What follows belongs to an exercise in optimizing a design on an open flow for small area; a production flow would make more cautious choices.
Function was checked by simulation only, so behaviour that the tests miss may differ from the original.
Power and IR drop assume default switching activity.

== P ==
==> flow/design.v <==
module ula(clock,a_dez,a_uni,b_dez,b_uni,op,sinA,sinB,r);
	input clock;
	input [3:0] a_dez, a_uni, b_dez, b_uni;
	input op;
	input sinA;
	input sinB;
	output [9:0] r;
	reg op1, op2;
	always @(posedge clock) begin
		op1 <= op;
		op2 <= op1;
	end
	wire sub = sinA ^ sinB ^ op2;
	wire [3:0] bu, bt;
	bcd9 N2(.d(b_uni), .c(sub), .q(bu));
	bcd9 N3(.d(b_dez), .c(sub), .q(bt));
	wire c0, c1;
	wire [3:0] xu, xt;
	bcdadd S0(.a(a_uni), .b(bu), .ci(sub), .s(xu), .co(c0));
	bcdadd S1(.a(a_dez), .b(bt), .ci(c0), .s(xt), .co(c1));
	wire neg = sub & ~c1;
	wire uz = (xu == 4'd0);
	wire [3:0] nu = uz ? 4'd0 : 4'd10 - xu;
	wire [3:0] nt = uz ? 4'd10 - xt : 4'd9 - xt;
	wire [3:0] u = neg ? nu : xu;
	wire [3:0] t = neg ? nt : xt;
	wire ca = neg;
	wire [8:0] mag = {c1 & ~sub, t, u};
	assign r = {(mag == 9'd0) | ~(sinA ^ ca), mag};
endmodule
module bcd9(input [3:0] d, input c, output [3:0] q);
	assign q = c ? {~(d[3] | d[2] | d[1]), d[2] ^ d[1], d[1], ~d[0]} : d;
endmodule
module bcdadd(input [3:0] a, input [3:0] b, input ci, output [3:0] s, output co);
	wire [4:0] x = a + b + ci;
	assign co = x[4] | (x[3] & (x[2] | x[1]));
	wire k1 = x[1] & co;
	wire k2 = (x[2] & co) | (x[2] & k1) | (co & k1);
	assign s = {x[3] ^ k2, x[2] ^ co ^ k1, x[1] ^ co, x[0]};
endmodule
module bcdout(saida,saida1,saida2,h,t,u,enable);
	input h;
	input [3:0] t;
	input [3:0] u;
	input enable;
	output [6:0] saida;
	output [6:0] saida1;
	output [6:0] saida2;
	seg7 U(.d(u), .off(~enable), .s(saida));
	seg7 D(.d(t), .off(~enable), .s(saida1));
	assign saida2 = enable ? (h ? 7'b1001111 : 7'b0000001) : 7'b1111111;
endmodule
module Remoto(clk,rst,entrada,comando,su,sd,suB,sdB,saida_1,saida1_1,saida2_1,soma_result_1,sinal_A,sinal_B);
input         clk;
input         rst;
input         entrada;
output reg [7:0] comando;
output [6:0] su;
output [6:0] sd;
output [6:0] suB;
output [6:0] sdB;
output [6:0] saida_1;
output [6:0] saida1_1;
output [6:0] saida2_1;
output [8:0] soma_result_1;
output reg sinal_A;
output reg sinal_B;
localparam [1:0] INICIA = 2'b00, INICIA_1 = 2'b01, LEITURA = 2'b10;
reg [1:0]  estado;
reg [11:0] cnt;         
reg [5:0]  bitcount;    
reg [7:0]  rbuf;        
reg        cur;         
reg        chk;         
reg        nova_mensagem;
wire st_ini  = (estado == INICIA);
wire st_ini1 = (estado == INICIA_1);
wire st_leit = (estado == LEITURA);
localparam [11:0] CNT_312 = 12'h548, CNT_648 = 12'h270, CNT_3282 = 12'h4d6, CNT_3595 = 12'hd00;
wire cnt_z11 = ~|cnt[10:0];
wire cnt_fb  = cnt[11] ^ cnt[5] ^ cnt[3] ^ cnt[0] ^ cnt_z11;
wire t_ini   = (cnt[10:0] == CNT_3595[10:0]);                             
wire t_ini1  = ({cnt[11:4], cnt[2:1]} == {CNT_3282[11:4], CNT_3282[2:1]});  
wire c_full  = cnt[11] & cnt_z11;                                         
wire c_bit   = (cnt == CNT_312);
wire c_one   = (cnt == CNT_648);
wire bc33    = bitcount[5] & bitcount[0];                                 
wire bc32    = bitcount[5] & ~bitcount[0];                                
wire lvl     = st_ini ? ~entrada : entrada;
wire leave   = (st_ini & t_ini) | (st_ini1 & t_ini1) | (st_leit & (c_full | bc33));
wire [6:0]  bc_c;
assign bc_c[0]  = 1'b1;
genvar gi;
generate
	for (gi = 0; gi < 6; gi = gi + 1) begin : bc_inc
		assign bc_c[gi+1] = bc_c[gi] & bitcount[gi];
	end
endgenerate
always @(posedge clk)
	if (rst | leave | ~lvl)
		cnt <= 12'd0;
	else
		cnt <= {cnt[10:0], cnt_fb};
always @(posedge clk)
	if (rst)
		estado <= INICIA;
	else if (st_ini & t_ini)
		estado <= INICIA_1;
	else if (st_ini1 & t_ini1)
		estado <= LEITURA;
	else if (leave)
		estado <= INICIA;
always @(posedge clk)
	if (rst | ~st_leit)
		bitcount <= 6'd0;
	else if (c_bit)
		bitcount <= bitcount ^ bc_c[5:0];
always @(posedge clk)
	if (st_leit) begin
		if (c_bit) begin
			cur <= 1'b0;
			if (bitcount <= 6'd24) begin
				rbuf <= {cur, rbuf[7:1]};
				chk  <= 1'b1;
			end else begin
				rbuf <= {rbuf[0], rbuf[7:1]};
				chk  <= chk & (cur ^ rbuf[0]);
			end
		end else if (c_one)
			cur <= 1'b1;
	end
wire valido = chk & (cur ^ rbuf[0]);
always @(posedge clk)
	if (rst) begin
		comando <= 8'd0;
		nova_mensagem <= 1'b0;
	end else begin
		nova_mensagem <= bc32 & valido;
		if (bc32 & valido)
			comando <= {rbuf[0], rbuf[7:1]};
	end
localparam [3:0] DESLIGADO = 4'b0000,
                 ESPERA    = 4'b0001,
                 ZERA_TUDO = 4'b0011,
                 DEZ_A     = 4'b0100,
                 DEZ_B     = 4'b0101,
                 UNI_A     = 4'b1000,
                 UNI_B     = 4'b1001,
                 MUDA_A    = 4'b1100,
                 MUDA_B    = 4'b1101;
reg [3:0]  estado_m;
reg [3:0]  a_dez, a_uni, b_dez, b_uni;
reg        op;
reg [26:0] delay;
reg        espera;
wire off     = (estado_m == DESLIGADO);
wire digito  = (comando < 8'd10);
wire liga    = (comando == 8'h12) & nova_mensagem;
wire em_uni  = estado_m[3] & ~estado_m[2];
wire dl_z26 = ~|delay[25:0];
wire dl_fb  = delay[26] ^ delay[4] ^ delay[1] ^ delay[0] ^ dl_z26;
wire [9:0] soma_result;
reg  [9:0] res;
wire [6:0] res_meio = {res[7:4], 2'b00} + res[7:4] + res[3:1] + (res[8] ? 7'd50 : 7'd0);
assign soma_result_1 = {res[9], res_meio, res[0]};
always @(posedge clk)
	if (em_uni) begin
		delay  <= {delay[25:0], dl_fb};
		espera <= (delay == 27'h2e182ff) | (espera & ~(delay[26] & dl_z26));
	end else begin
		delay  <= 27'd1;
		espera <= 1'b0;
	end
always @(posedge clk)
	if (rst) begin
		estado_m <= DESLIGADO;
		sinal_A <= 1'b0;
		sinal_B <= 1'b0;
		res <= 10'd0;
	end else
		case (estado_m)
			DESLIGADO:
				if (liga) begin
					estado_m <= ESPERA;
					a_dez <= 4'd0; a_uni <= 4'd0;
					b_dez <= 4'd0; b_uni <= 4'd0;
					op <= 1'b0;
				end
			ESPERA:
				if (liga) begin
					estado_m <= DESLIGADO;
					res <= 10'h200;
				end else if (comando == 8'h0F) begin
					estado_m <= DEZ_A;
					a_dez <= 4'd0; a_uni <= 4'd0;
					sinal_A <= 1'b0;
					res <= 10'h200;
				end else if (comando == 8'h10) begin
					estado_m <= ZERA_TUDO;
					a_dez <= 4'd0; a_uni <= 4'd0;
					b_dez <= 4'd0; b_uni <= 4'd0;
					sinal_A <= 1'b0;
					sinal_B <= 1'b0;
					res <= 10'h200;
				end else if (comando == 8'h13) begin
					estado_m <= DEZ_B;
					b_dez <= 4'd0; b_uni <= 4'd0;
					sinal_B <= 1'b0;
					res <= 10'h200;
				end else if (comando == 8'h1A) begin
					op <= 1'b0;
					res <= soma_result;
				end else if (comando == 8'h1E) begin
					op <= 1'b1;
					res <= soma_result;
				end
			ZERA_TUDO: begin
				estado_m <= DEZ_A;
				res <= 10'h200;
			end
			DEZ_A:
				if (digito) begin
					a_uni <= comando[3:0];
					sinal_A <= 1'b0;
					estado_m <= UNI_A;
				end
			DEZ_B:
				if (digito) begin
					b_uni <= comando[3:0];
					sinal_B <= 1'b0;
					estado_m <= UNI_B;
				end
			UNI_A:
				if (espera & nova_mensagem) begin
					if (digito) begin
						a_dez <= a_uni; a_uni <= comando[3:0];
					end
					estado_m <= MUDA_A;
				end
			UNI_B:
				if (espera & nova_mensagem) begin
					if (digito) begin
						b_dez <= b_uni; b_uni <= comando[3:0];
					end
					estado_m <= MUDA_B;
				end
			MUDA_A:
				if (comando == 8'h0C) begin
					sinal_A <= ~sinal_A;
					estado_m <= ESPERA;
				end else if (~digito)
					estado_m <= ESPERA;
			MUDA_B:
				if (comando == 8'h0C) begin
					sinal_B <= ~sinal_B;
					estado_m <= ESPERA;
				end else if (~digito)
					estado_m <= ESPERA;
			default: ;
		endcase
ula G1(.clock(clk), .a_dez(a_dez), .a_uni(a_uni), .b_dez(b_dez), .b_uni(b_uni),
       .op(op), .sinA(sinal_A), .sinB(sinal_B), .r(soma_result));
bcdout G2(.saida(saida_1), .saida1(saida1_1), .saida2(saida2_1),
          .h(res[8]), .t(res[7:4]), .u(res[3:0]), .enable(~off));
seg7 DA0(.d(a_uni), .off(off), .s(su));
seg7 DA1(.d(a_dez), .off(off), .s(sd));
seg7 DB0(.d(b_uni), .off(off), .s(suB));
seg7 DB1(.d(b_dez), .off(off), .s(sdB));
endmodule
module seg7(input [3:0] d, input off, output [6:0] s);
	wire A = d[3], B = d[2], C = d[1], D = d[0];
	wire sa = A | C | (B & D) | (~B & ~D);
	wire sb = ~B | (~C & ~D) | (C & D);
	wire sc = B | ~C | D;
	wire sd = A | (~B & ~D) | (~B & C) | (C & ~D) | (B & ~C & D);
	wire se = (~B & ~D) | (C & ~D);
	wire sf = A | (~C & ~D) | (B & ~C) | (B & ~D);
	wire sg = A | (~B & C) | (B & ~C) | (C & ~D);
	assign s = ~({sa, sb, sc, sd, se, sf, sg} & {7{~off}});
endmodule
==> flow/config.mk <==
export PLATFORM = sky130hd
export DESIGN_NAME = Remoto
export DESIGN_NICKNAME = Remoto
export VERILOG_FILES = /design/flow/design.v
export SDC_FILE = /design/flow/constraint.sdc
export NUM_CORES = 4
export LEC_CHECK = 0
export ABC_AREA = 1
export CAP_MARGIN = 20
export CORE_MARGIN = 2
export CORE_UTILIZATION = 70
export CTS_BUF_LIST = sky130_fd_sc_hd__clkbuf_8
export CTS_CLUSTER_DIAMETER = 100
export CTS_CLUSTER_SIZE = 30
export SLEW_MARGIN = 20
==> flow/constraint.sdc <==
create_clock -name core_clock -period 14.0 [get_ports {clk}]
set_input_delay 2.8000 -clock core_clock [delete_from_list [all_inputs] [get_ports {clk}]]
set_output_delay 2.8000 -clock core_clock [all_outputs]
set_load 0.01 [all_outputs]
standard.sh (not shown) runs the stock make flow with config.mk's settings and CLKGATE_MAP_FILE= SYNTH_SCRIPT=/design/flow/synth_recipe.tcl, a recipe that flattens the netlist after the stock synthesis.
==> flow/flow/run.sh <==
#!/bin/bash
# The standard layout with three changes:
#  - synthesis leaves adders to ABC instead of mapping them to the library's
#    adder cells first (ADDER_MAP_FILE empty);
#  - ABC maps for area without the buffering and upsizing passes of ORFS's
#    area script (flow/abc_area.script, used through a copy of ORFS's scripts
#    folder for the synthesis step only);
#  - the port buffers are the smallest buffer instead of the one buffer_ports
#    picks by default.
set -euo pipefail
here=$(pwd)
rm -rf "$here/synth_scripts"
cp -r "$FLOW_HOME/scripts" "$here/synth_scripts"
cp "$here/flow/abc_area.script" "$here/synth_scripts/abc_area.script"
export ADDER_MAP_FILE=
export BUFFER_PORTS_ARGS="-buffer_cell sky130_fd_sc_hd__buf_1"
SCRIPTS_DIR="$here/synth_scripts" bash standard.sh synth > synth.log 2>&1
bash standard.sh > layout.log 2>&1
==> flow/flow/abc_area.script <==
strash
dc2
dch -f
map -a
topo
dnsize -c
#### Input delta (Q over P)
--- a/flow/design.v
+++ b/flow/design.v
@@ -9,36 +9,25 @@
 	always @(posedge clock) begin
 		op1 <= op;
 		op2 <= op1;
 	end
 	wire sub = sinA ^ sinB ^ op2;
-	wire [3:0] bu, bt;
-	bcd9 N2(.d(b_uni), .c(sub), .q(bu));
-	bcd9 N3(.d(b_dez), .c(sub), .q(bt));
-	wire c0, c1;
-	wire [3:0] xu, xt;
-	bcdadd S0(.a(a_uni), .b(bu), .ci(sub), .s(xu), .co(c0));
-	bcdadd S1(.a(a_dez), .b(bt), .ci(c0), .s(xt), .co(c1));
-	wire neg = sub & ~c1;
-	wire uz = (xu == 4'd0);
-	wire [3:0] nu = uz ? 4'd0 : 4'd10 - xu;
-	wire [3:0] nt = uz ? 4'd10 - xt : 4'd9 - xt;
-	wire [3:0] u = neg ? nu : xu;
-	wire [3:0] t = neg ? nt : xt;
-	wire ca = neg;
+	wire ge = {a_dez, a_uni} >= {b_dez, b_uni};
+	wire ca = sub & ~ge;
+	wire cb = sub & ge;
+	wire [3:0] au = ca ? 4'd9 - a_uni : a_uni;
+	wire [3:0] at = ca ? 4'd9 - a_dez : a_dez;
+	wire [3:0] bu = cb ? 4'd9 - b_uni : b_uni;
+	wire [3:0] bt = cb ? 4'd9 - b_dez : b_dez;
+	wire [4:0] s0 = au + bu + sub;
+	wire c0 = (s0 >= 5'd10);
+	wire [3:0] u = c0 ? s0 - 5'd10 : s0;
+	wire [4:0] s1 = at + bt + c0;
+	wire c1 = (s1 >= 5'd10);
+	wire [3:0] t = c1 ? s1 - 5'd10 : s1;
 	wire [8:0] mag = {c1 & ~sub, t, u};
 	assign r = {(mag == 9'd0) | ~(sinA ^ ca), mag};
-endmodule
-module bcd9(input [3:0] d, input c, output [3:0] q);
-	assign q = c ? {~(d[3] | d[2] | d[1]), d[2] ^ d[1], d[1], ~d[0]} : d;
-endmodule
-module bcdadd(input [3:0] a, input [3:0] b, input ci, output [3:0] s, output co);
-	wire [4:0] x = a + b + ci;
-	assign co = x[4] | (x[3] & (x[2] | x[1]));
-	wire k1 = x[1] & co;
-	wire k2 = (x[2] & co) | (x[2] & k1) | (co & k1);
-	assign s = {x[3] ^ k2, x[2] ^ co ^ k1, x[1] ^ co, x[0]};
 endmodule
 module bcdout(saida,saida1,saida2,h,t,u,enable);
 	input h;
 	input [3:0] t;
 	input [3:0] u;
@@ -74,35 +63,37 @@
 reg        chk;         
 reg        nova_mensagem;
 wire st_ini  = (estado == INICIA);
 wire st_ini1 = (estado == INICIA_1);
 wire st_leit = (estado == LEITURA);
-localparam [11:0] CNT_312 = 12'h548, CNT_648 = 12'h270, CNT_3282 = 12'h4d6, CNT_3595 = 12'hd00;
-wire cnt_z11 = ~|cnt[10:0];
-wire cnt_fb  = cnt[11] ^ cnt[5] ^ cnt[3] ^ cnt[0] ^ cnt_z11;
-wire t_ini   = (cnt[10:0] == CNT_3595[10:0]);                             
-wire t_ini1  = ({cnt[11:4], cnt[2:1]} == {CNT_3282[11:4], CNT_3282[2:1]});  
-wire c_full  = cnt[11] & cnt_z11;                                         
-wire c_bit   = (cnt == CNT_312);
-wire c_one   = (cnt == CNT_648);
+wire t_ini   = &{cnt[11], cnt[10], cnt[9], cnt[3], cnt[1], cnt[0]};         
+wire t_ini1  = &{cnt[11], cnt[10], cnt[7], cnt[6], cnt[4], cnt[1]};         
+wire c_full  = &cnt;                                                      
+wire c_bit   = (cnt == 12'd312);
+wire c_one   = (cnt == 12'd648);
 wire bc33    = bitcount[5] & bitcount[0];                                 
 wire bc32    = bitcount[5] & ~bitcount[0];                                
 wire lvl     = st_ini ? ~entrada : entrada;
 wire leave   = (st_ini & t_ini) | (st_ini1 & t_ini1) | (st_leit & (c_full | bc33));
+wire [12:0] cnt_c;
 wire [6:0]  bc_c;
+assign cnt_c[0] = 1'b1;
 assign bc_c[0]  = 1'b1;
 genvar gi;
 generate
+	for (gi = 0; gi < 12; gi = gi + 1) begin : cnt_inc
+		assign cnt_c[gi+1] = cnt_c[gi] & cnt[gi];
+	end
 	for (gi = 0; gi < 6; gi = gi + 1) begin : bc_inc
 		assign bc_c[gi+1] = bc_c[gi] & bitcount[gi];
 	end
 endgenerate
 always @(posedge clk)
 	if (rst | leave | ~lvl)
 		cnt <= 12'd0;
 	else
-		cnt <= {cnt[10:0], cnt_fb};
+		cnt <= cnt ^ cnt_c[11:0];
 always @(posedge clk)
 	if (rst)
 		estado <= INICIA;
 	else if (st_ini & t_ini)
 		estado <= INICIA_1;
Notes after the runs:
- Q has completed all stages; timing, DRC and antenna checks passed.
- Q: via count is 50 lower than what P reported.
- Looking at global routing usage on met2 across Q and P, the one that comes out lower is P.
- The run showing the greater final worst setup slack is P.
- Taking P as the reference point, the post-place instance area of Q rises by 26 sq um.
- On biggest cell delay along the critical path: between Q and P, it ends up lower for P.
- The final critical-path share of the clock period number comes out higher for Q vs P.
- Overall die height across Q and P: no real change.
- Q: final instance area is 0.56% higher than what P reported.
- The total wirelength of the detailed-routed design of Q is higher than that of P.
- Run comparison: P leading power group registers; Q leading power group combinational logic
- Measured against Q, the number of distinct library cell variants in the gate-level netlist after synthesis of P comes out at 0.941 times the reference value.
- Compared P against Q; area overhead of the layout relative to synthesis within noise.
- Against P as the reference, Q delivers a lower sequential share of layout area.
- P consumes less power than Q.

## re-timing with driven ports
How much do the figures lean on ideal ports? The routed layouts below were timed once more, with nothing changed but the port constraints.
Step 1 assumes that a clkbuf_16 drives the clock port and a buf_2 every other input.
Step 2 times the ports against the registers' clock, not the clock port: input delays grow and output delays shrink by t, the midpoint of the rising clock arrivals with the driver on.
a / b / c = ideal ports / drivers / drivers and shift; a / b = the first two.
run	t (ns)	setup WS [ns]	hold slack, ns	cell pins on the clock port's net
P	0.383	8.424 / 8.394 / 8.777	0.354 / 0.354 / 0.354	1
Q	0.405	8.155 / 8.123 / 8.372	0.339 / 0.339 / 0.339	1
After both steps setup and hold are still met in every run listed.
